From an optimization exercise on the open Yosys and OpenROAD flow, aimed at small area; shortcuts taken in it are not production practice. Only simulation tests tie the RTL to the original design; equivalence was not proved. Power and IR drop assume default switching activity. The clock port is modelled as an ideal driver; clocking choices that lean on that would not hold on a real chip.

==> 01-17: inputs <==
==> flow/design.v (excerpt) <==
module catv_riscv #(
  parameter logic [31:0] BOOT_ADDR = 32'h0000_2000
) (
  input logic         clk_i,
  input logic         rst_ni,
  output logic [31:0] insn_addr_o,
  output logic        insn_valid_o,
  input logic         insn_ready_i,
  input logic [31:0]  insn_data_i,
  input logic         insn_rvalid_i,
  output logic [31:0] data_addr_o,
  output logic        data_wen_o,
  output logic [31:0] data_wdata_o,
  input logic         data_rvalid_i,
  input logic [31:0]  data_rdata_i,
  output logic [3:0]  data_strb_o,
  output logic        data_valid_o,
  input logic         data_ready_i,
  input logic [19:0]  hartid_i
);
Settings: LEC_CHECK=0, CAP_MARGIN=20, CORE_MARGIN=2, CORE_UTILIZATION=40, SETUP_SLACK_MARGIN=0.3, SLEW_MARGIN=20; clock period 12.5 ns.
run.sh (not shown) runs the stock make flow with config.mk's settings and CLKGATE_MAP_FILE= SYNTH_SCRIPT=/design/flow/synth_recipe.tcl, a recipe that flattens the netlist after the stock synthesis.
==> 12-21: changes against 01-17 <==
--- a/flow/design.v
+++ b/flow/design.v
@@ -25,13 +25,13 @@
     else         slot_q <= slot_q + 4'd1;
   end
   assign first = slot_q == 4'd0;
   assign last  = slot_q == 4'd15;
   localparam logic [3:0] S_INIT   = 4'd0,  S_FETCH  = 4'd1,  S_WAITI = 4'd2,
                          S_READY  = 4'd3,  S_EXEC   = 4'd4,  S_EXEC2 = 4'd5,
-                         S_EXEC3  = 4'd6,  S_FETCHX = 4'd7,  S_MEM   = 4'd8,
+                         S_EXEC3  = 4'd6,  S_FETCHX = 4'd7,  S_MEM   = 4'd8,  S_RS2   = 4'd9,
                          S_LWAIT  = 4'd10, S_LREADY = 4'd11, S_WB     = 4'd12;
   logic [3:0] st_q, st_d;
   logic st_init, st_exec, st_exec2, st_exec3, st_fetchx, st_wb;
   assign st_init  = st_q == S_INIT;
   assign st_exec  = st_q == S_EXEC;
   assign st_exec2 = st_q == S_EXEC2;
@@ -43,19 +43,19 @@
   logic [2:0]  f3;
   assign opc = ir_q[6:2];
   assign rd  = ir_q[11:7];
   assign f3  = ir_q[14:12];
   assign rs1 = ir_q[19:15];
   assign rs2 = ir_q[24:20];
-  logic [31:0] a_q;
+  logic [31:0] a_q, w_q;
   always_ff @(posedge clk_i) begin
     if (st_q == S_WAITI && insn_rvalid_i)
       ir_q <= {insn_data_i[31:4], insn_data_i[3] | ~insn_data_i[0],
                insn_data_i[2] | ~insn_data_i[0]};
-    else if (st_exec && last && is_sh)
-      ir_q[24:20] <= a_q[6:2];
+    else if (st_q == S_RS2 && last && is_sh)
+      ir_q[24:20] <= w_q[6:2];
   end
   logic is_load, is_store, is_opimm, is_op, is_lui, is_auipc, is_br, is_jalr, is_jal;
   assign is_load  = opc == 5'b00000;
   assign is_store = opc == 5'b01000;
   assign is_opimm = opc == 5'b00100;
   assign is_op    = opc == 5'b01100;
@@ -69,51 +69,61 @@
                   (~ir_q[30] | f3 == 3'b000 | f3 == 3'b101);
   assign is_alu = is_opimm | (is_op & op_ok);
   assign is_sh  = is_alu & (f3[1:0] == 2'b01);
   assign is_sll = ~f3[2];
   assign is_slt = is_alu & (f3[2:1] == 2'b01);
   assign is_mem = is_load | is_store;
-  logic [31:0] imm;
+  logic need_rs2;
+  assign need_rs2 = (is_op & op_ok) | is_br | is_store;
   logic [1:0]  imm_b;
-  always_comb begin
-    imm = {{21{ir_q[31]}}, ir_q[30:20]};
-    if (is_store) imm = {{21{ir_q[31]}}, ir_q[30:25], ir_q[11:7]};
-    if (is_br)    imm = {{20{ir_q[31]}}, ir_q[7], ir_q[30:25], ir_q[11:8], 1'b0};
-    if (is_lui || is_auipc) imm = {ir_q[31:12], 12'b0};
-    if (is_jal)   imm = {{12{ir_q[31]}}, ir_q[19:12], ir_q[20], ir_q[30:21], 1'b0};
-  end
-  assign imm_b = imm[{slot_q, 1'b0} +: 2];
+  logic        is_u, is_sb, hi_take;
+  assign is_u  = is_lui | is_auipc;
+  assign is_sb = is_store | is_br;
+  assign hi_take = is_u | (is_jal & ~slot_q[3]) | (is_jal & slot_q[3:1] == 3'b100);
+  always_comb begin
+    imm_b = 2'b00;
+    case (slot_q)
+      4'd0: imm_b = {is_sb ? ir_q[8] : ir_q[21],
+                     is_store ? ir_q[7] : (is_br | is_jal) ? 1'b0 : ir_q[20]};
+      4'd1: imm_b = is_sb ? ir_q[10:9] : ir_q[23:22];
+      4'd2: imm_b = {ir_q[25], is_sb ? ir_q[11] : ir_q[24]};
+      4'd3: imm_b = ir_q[27:26];
+      4'd4: imm_b = ir_q[29:28];
+      4'd5: imm_b = {is_br ? ir_q[7] : is_jal ? ir_q[20] : ir_q[31], ir_q[30]};
+      default: imm_b = hi_take ? ir_q[{slot_q, 1'b1} -: 2] : {2{ir_q[31]}};
+    endcase
+    if (is_u && slot_q < 4'd6) imm_b = 2'b00;
+  end
   logic [31:0]       pc_q;
   logic [1:0]        rd_wd, wd;
   logic              rd_we;
   logic              pc_we;
   logic [1:0]        pc_wd;
   logic [1:0]        rf_out [0:31];
-  logic [1:0]        rs1_b, rs2_b, pc_b;
+  logic [1:0]        rs1_b, pc_b;
   assign wd = st_init ? 2'b00 : rd_wd;
   assign rf_out[0] = 2'b00;
   for (genvar i = 1; i < 32; i++) begin : g_rf
     logic [31:0] r_q;
     logic        we;
     assign we = st_init | (rd_we && rd == 5'(i));
     always_ff @(posedge clk_i) r_q <= {we ? wd : r_q[1:0], r_q[31:2]};
     assign rf_out[i] = r_q[1:0];
   end
   always_ff @(posedge clk_i) pc_q <= {pc_we ? pc_wd : pc_q[1:0], pc_q[31:2]};
-  assign rs1_b = rf_out[rs1];
-  assign rs2_b = rf_out[rs2];
+  assign rs1_b = rf_out[(st_q == S_RS2) ? rs2 : rs1];
   assign pc_b  = pc_q[1:0];
   logic [1:0] op_a, op_b, opb_x, sum, alu_res, alu_m, four_b, boot_b;
   logic       sub, cin, c1, c2, c_q;
   logic       eq_q, cond_q, cond_d, eq_f, lt_u, lt_s;
   assign four_b = (slot_q == 4'd1) ? 2'b01 : 2'b00;
   assign boot_b = BOOT_ADDR[{slot_q, 1'b0} +: 2];
   assign op_a = (st_exec2 || is_auipc || is_jal) ? pc_b :
                 (is_lui || is_sh) ? 2'b00 : rs1_b;
   assign op_b = st_exec2 ? (cond_q ? imm_b : four_b) :
-                (is_op || is_br) ? rs2_b : imm_b;
+                (is_op || is_br) ? w_q[1:0] : imm_b;
   assign sub  = st_exec & ((is_op & ir_q[30] & f3 == 3'b000) | is_br | is_slt);
   assign opb_x = op_b ^ {2{sub}};
   assign cin   = first ? sub : c_q;
   assign sum[0] = op_a[0] ^ opb_x[0] ^ cin;
   assign c1     = (op_a[0] & opb_x[0]) | (op_a[0] & cin) | (opb_x[0] & cin);
   assign sum[1] = op_a[1] ^ opb_x[1] ^ c1;
@@ -152,35 +162,36 @@
   assign ic_m   = pc_b[0] & ic_in;
   assign inc[1] = pc_b[1] ^ ic_m;
   always_ff @(posedge clk_i) ic_q <= pc_b[1] & ic_m;
   always_ff @(posedge clk_i) a_q <= {st_exec ? sum : a_q[1:0], a_q[31:2]};
   assign pc_we = st_init | (st_exec & ~is_br) | (st_exec2 & is_br);
   assign pc_wd = st_init ? boot_b : (st_exec2 || is_jal || is_jalr) ? alu_m : inc;
-  logic [31:0] w_q;
   logic        w_ld, w_sh;
   logic [1:0]  w_in, w_fill;
-  logic [4:0]  shamt, amt;
+  logic [4:0]  shamt;
+  logic        lt_fl, lt_ce;
   logic        byte_ld, half_ld;
   assign shamt   = rs2;
-  assign amt     = is_sll ? 5'd0 - shamt : shamt;
+  assign lt_fl   = slot_q < shamt[4:1];
+  assign lt_ce   = lt_fl | (shamt[0] & slot_q == shamt[4:1]);
   assign byte_ld = f3[1:0] == 2'b00;
   assign half_ld = f3[1:0] == 2'b01;
   assign w_fill = is_sll ? w_q[1:0] : {2{ir_q[30] & w_q[31]}};
-  assign w_in   = st_exec ? (is_store ? rs2_b : rs1_b) : w_fill;
+  assign w_in   = (st_exec || st_q == S_RS2) ? rs1_b : w_fill;
   assign w_ld   = (st_q == S_LWAIT) & data_rvalid_i;
-  assign w_sh   = st_exec | st_exec3 |
-                  (st_exec2 & (slot_q < amt[4:1])) |
+  assign w_sh   = (st_exec & ~is_store) | (st_q == S_RS2) | st_exec3 |
+                  (st_exec2 & (is_sll ? ~lt_ce : lt_fl)) |
                   (st_wb & ~(byte_ld & slot_q >= 4'd3) & ~(half_ld & slot_q >= 4'd7));
   always_ff @(posedge clk_i) begin
     if (w_ld)      w_q <= data_rdata_i;
     else if (w_sh) w_q <= {w_in, w_q[31:2]};
   end
   logic [1:0] sh_out, ld_out, sh_mask;
   logic       ld_ext, ld_sign;
-  assign sh_mask[0] = is_sll & ({1'b0, slot_q, 1'b0} < {1'b0, shamt});
-  assign sh_mask[1] = is_sll & ({1'b0, slot_q, 1'b1} < {1'b0, shamt});
+  assign sh_mask[0] = is_sll & lt_ce;
+  assign sh_mask[1] = is_sll & lt_fl;
   assign sh_out = (shamt[0] ? w_q[2:1] : w_q[1:0]) & ~sh_mask;
   assign ld_ext  = (byte_ld & slot_q >= 4'd4) | (half_ld & slot_q >= 4'd8);
   assign ld_sign = w_q[1] & ~f3[2];
   assign ld_out  = ld_ext ? {2{ld_sign}} : w_q[1:0];
   always_comb begin
     rd_we = 1'b0;
@@ -205,14 +216,15 @@
   always_comb begin
     st_d = st_q;
     case (st_q)
       S_INIT:   if (last) st_d = S_FETCH;
       S_FETCH:  if (first && insn_ready_i) st_d = S_WAITI;
       S_FETCHX: st_d = insn_ready_i ? S_WAITI : S_FETCH;
-      S_WAITI:  if (insn_rvalid_i) st_d = last ? S_EXEC : S_READY;
-      S_READY:  if (last) st_d = S_EXEC;
+      S_WAITI:  if (insn_rvalid_i) st_d = last ? (need_rs2 ? S_RS2 : S_EXEC) : S_READY;
+      S_READY:  if (last) st_d = need_rs2 ? S_RS2 : S_EXEC;
+      S_RS2:    if (last) st_d = S_EXEC;
       S_EXEC:   if (last) st_d = is_mem ? S_MEM :
                                  (is_br || is_sh) ? S_EXEC2 : S_FETCHX;
       S_EXEC2:  if (last) st_d = is_sh ? S_EXEC3 : S_FETCH;
       S_EXEC3:  if (last) st_d = S_FETCH;
       S_MEM:    if (first && data_ready_i)
                   st_d = is_store ? (insn_ready_i ? S_WAITI : S_FETCH) : S_LWAIT;
==> flow/flow/run.sh (new file) <==
#!/bin/bash
# Standard ORFS layout with two changes to how the layout is made:
#  - port buffers use sky130_fd_sc_hd__buf_1 (every port still gets one);
#  - clock tree: clkbuf_16 only, larger sink clusters, no dummy loads.
# The full make output goes to flow_make.log; ORFS keeps each step's log
# under orfs/logs/.
set -euo pipefail
export BUFFER_PORTS_ARGS="-buffer_cell sky130_fd_sc_hd__buf_1"
export CTS_ARGS="-sink_clustering_enable -repair_clock_nets -dont_use_dummy_load -buf_list sky130_fd_sc_hd__clkbuf_16 -sink_clustering_size 35 -sink_clustering_max_diameter 100"
bash standard.sh > flow_make.log 2>&1
==> flow/standard.sh (new file) <==
#!/bin/bash
# synth_recipe.tcl (not shown) runs the flow's synth.tcl, then flattens the netlist and writes it again
# the make line also repeats each setting of config.mk as NAME=value (left out here)
make -C /OpenROAD-flow-scripts/flow DESIGN_CONFIG=/design/flow/config.mk WORK_HOME=/design/flow/orfs CLKGATE_MAP_FILE= SYNTH_SCRIPT=/design/flow/synth_recipe.tcl "${@:-finish}"
ABC_AREA = 1   (was unset)
CORE_UTILIZATION = 60   (was 40)
removed: flow/run.sh
==> summary.log <==
INFO  logic_synthesis avgSynthCellArea=14.9um^2
INFO  outcome        result_of_the_run=timing/DRC/antenna clean
INFO  worst_setup_path timing.rr.end=g_rf[18].r_q[31]
INFO  place          placed_area=0.0315mm^2
INFO  routing        met1Wirelength=26600um
INFO  clock_tree     cts_buffer_count=100
INFO  layout         final.fill_count=6107
INFO  layout         post-route-util=0.491
INFO  power_and_ir_drop power_frac_seq=0.494
INFO  sta            worst_setup_skew_after_layout=52.9ps
That was 01-17.
==> summary.log <==
INFO  layout         largestClassByArea=registers
INFO  logic_synthesis synth_area=0.0279mm^2
INFO  outcome        result_of_the_run=timing/DRC/antenna clean
INFO  routing        met1Wirelength=24900um
INFO  place          placed_area=0.0292mm^2
INFO  worst_setup_path timing.rr.end=g_rf[16].r_q[30]
INFO  sta            report.final.setup_viol=0
INFO  layout         inverters_excl_clock=119
INFO  layout         post-route-util=0.653
INFO  clock_tree     cts_buffer_count=38
INFO  power_and_ir_drop power_frac_seq=0.656
INFO  power_and_ir_drop pwr-share-clk=0.200
INFO  layout         final.fill_count=3406
INFO  sta            worst_setup_skew_after_layout=60.6ps
INFO  die            num_tap_cells=607
INFO  logic_synthesis yosysUniqueCellTypes=52
INFO  worst_setup_path worst-path-stages=4
That was 12-21.

afterwards: timing with drivers on the ports:
In the flow no input, the clock included, has a driving cell. The finished layouts below were timed again as built, in two steps. Step 1: set_driving_cell puts a clkbuf_16 on clk_i and a buf_2 on each other input, an assumption about the parent block. Step 2 also shifts input and output timing later by t, the mid clock arrival at the registers, as if the neighbouring blocks saw the same clock. Slacks: ideal ports / drivers / drivers and shift; pairs: ideal ports / drivers.
run | shift t [ns] | setup slack, ns | pins driven straight from the clock port
01-17 | 0.700 | 5.955 / 5.914 / 5.914 | 1
12-21 | 0.625 | 6.837 / 6.815 / 6.815 | 1
After both steps setup and hold are still met in every run listed. For 01-17, which loses most, drivers alone change the setup slack by -0.041 ns; drivers and shift together by -0.041 ns.
